Source: an optimization exercise on an open RTL-to-GDS flow (aim: small area). Production flows keep margins and buffers that such runs may drop. At most, simulation tests tie the RTL to the original design; equivalence was not proved. Power is estimated from default activity; no workload was simulated.

Design riscv_cpu, start of the top module:
module riscv_cpu (
    input         clk, reset,
    output [31:0] PC,
    input  [31:0] Instr,
    output        MemWrite,
    output [31:0] Mem_WrAddr, Mem_WrData,
    input  [31:0] ReadData,
    output [31:0] Result
);
export LEC_CHECK = 0
export CAP_MARGIN = 20
export CORE_MARGIN = 2
export CORE_UTILIZATION = 40
export SETUP_SLACK_MARGIN = 0.3
export SLEW_MARGIN = 20
export SYNTH_HIERARCHICAL = 1
create_clock -name core_clock -period 12.0 [get_ports {clk}]
standard.sh (not shown) runs the stock make flow with config.mk's settings and CLKGATE_MAP_FILE= SYNTH_SCRIPT=/design/flow/synth_recipe.tcl, a recipe that flattens the netlist after the stock synthesis.
==> flow/flow/run.sh <==
#!/bin/bash
# Own layout flow: the standard ORFS flow (standard.sh, unchanged synthesis,
# floorplan, power grid and routing) with two changes:
#  - ports are buffered with buf_1 instead of the default delay cell,
#  - clock tree synthesis inserts no dummy loads and clusters up to 14
#    flip-flops per leaf clkbuf_8.
# Each tool's full output stays in ORFS's own logs under orfs/logs; the
# make output of the whole run is in standard_flow.log here.
set -euo pipefail
export BUFFER_PORTS_ARGS="-buffer_cell sky130_fd_sc_hd__buf_1"
export CTS_ARGS="-sink_clustering_enable -repair_clock_nets -dont_use_dummy_load -sink_clustering_size 14 -sink_clustering_max_diameter 80 -buf_list sky130_fd_sc_hd__clkbuf_8"
bash standard.sh > standard_flow.log 2>&1
The starting point passed the timing, design-rule and antenna checks.
Rerun with:
- CAP_MARGIN: 20 -> 5
- SLEW_MARGIN: 20 -> 5
Design area is lower by 0.32%.
Clock power barely changes.
Worst hold slack barely changes.
Fmax is higher by about 0.8%.
Routed wire length is about the same.
Cell count stays flat.
Sequential power is about the same.
Global-route usage is lower by 0.14 points.
Clock-buffer cell count is higher by 1.

---

Setup of quartz:
Another version of the RTL of riscv_cpu (not shown whole).
Size in the first run: ~4,000 cells after synthesis, ~200 I/O pins, ~46,000 sq um of cells after synthesis.
Settings: LEC_CHECK=0, CAP_MARGIN=20, CORE_MARGIN=2, CORE_UTILIZATION=40, SETUP_SLACK_MARGIN=0.3, SLEW_MARGIN=20, SYNTH_HIERARCHICAL=1; clock period 12.0 ns.
==> flow/flow/run.sh <==
#!/bin/bash
# Own layout flow: the standard ORFS flow (standard.sh, unchanged synthesis,
# floorplan, power grid and routing) with three changes:
#  - ports are buffered with buf_1 instead of the default delay cell,
#  - clock tree synthesis inserts no dummy loads,
#  - after global routing, gates off the critical paths are downsized
#    (ORFS's power recovery), which also recovers cell area.
# Each tool's full output stays in ORFS's own logs under orfs/logs; the
# make output of the whole run is in standard_flow.log here.
set -euo pipefail
export BUFFER_PORTS_ARGS="-buffer_cell sky130_fd_sc_hd__buf_1"
export CTS_ARGS="-sink_clustering_enable -repair_clock_nets -dont_use_dummy_load"
export RECOVER_POWER=100
bash standard.sh > standard_flow.log 2>&1
quartz: flow complete, layout not clean; failing: max-capacitance violations, max-slew violations
Input-level comparison between violet and quartz:
==> flow/run.sh (new file) <==
#!/bin/bash
# synth_recipe.tcl (not shown) runs the flow's synth.tcl, then flattens the netlist and writes it again
# the make line also repeats each setting of config.mk as NAME=value (left out here)
make -C /OpenROAD-flow-scripts/flow DESIGN_CONFIG=/design/flow/config.mk WORK_HOME=/design/flow/orfs CLKGATE_MAP_FILE= SYNTH_SCRIPT=/design/flow/synth_recipe.tcl finish
removed: flow/flow/run.sh
removed: flow/standard.sh
Findings:
- Of quartz and violet, just one finished clean: violet.
- The final worst slack in violet was lower than what quartz gave.
- Chip width: quartz vs violet identical
- quartz and violet ended up with nearly the same total area of multi-input combinational cells.
- Cell area in violet is about 6% higher than in quartz
- Data arrival time of the critical path across quartz and violet: no real change.
- Count of clock buffers in the final design was lower in the run labelled quartz.
- Instr[20] as the launching instance or port of the critical path was reported by quartz, and Instr[22] by violet.
No run of this note included a check of the RTL's function; only the layout flow was run.

static timing again, ports no longer ideal:
Ports are ideal in the flow. The routed layouts listed here were re-timed in OpenROAD. Step 1: set_driving_cell puts a clkbuf_16 on clk and a buf_2 on each other input, an assumption about the parent block. Step 2 moves the port delays by t, midway between the first and last clock arrival at a register: inputs arrive t later, outputs are due t later. That takes back most of the time a late clock gives input paths. Slacks: no drivers / after step 1 / after step 2; pairs: no drivers / after step 1.
run	t, ns	setup slack, ns	hold slack, ns
the first run of note 1	0.857	0.362 / 0.335 / 0.335	0.509 / 0.509 / 0.509
the second run of note 1	0.867	0.458 / 0.428 / 0.428	0.507 / 0.507 / 0.507
quartz	0.793	0.169 / 0.126 / -0.191	0.496 / 0.496 / 0.496
violet	0.796	0.156 / 0.133 / 0.133	0.501 / 0.501 / 0.501
The setup slack of quartz, which loses most, moves by -0.043 ns with the drivers and by -0.360 ns with both steps.
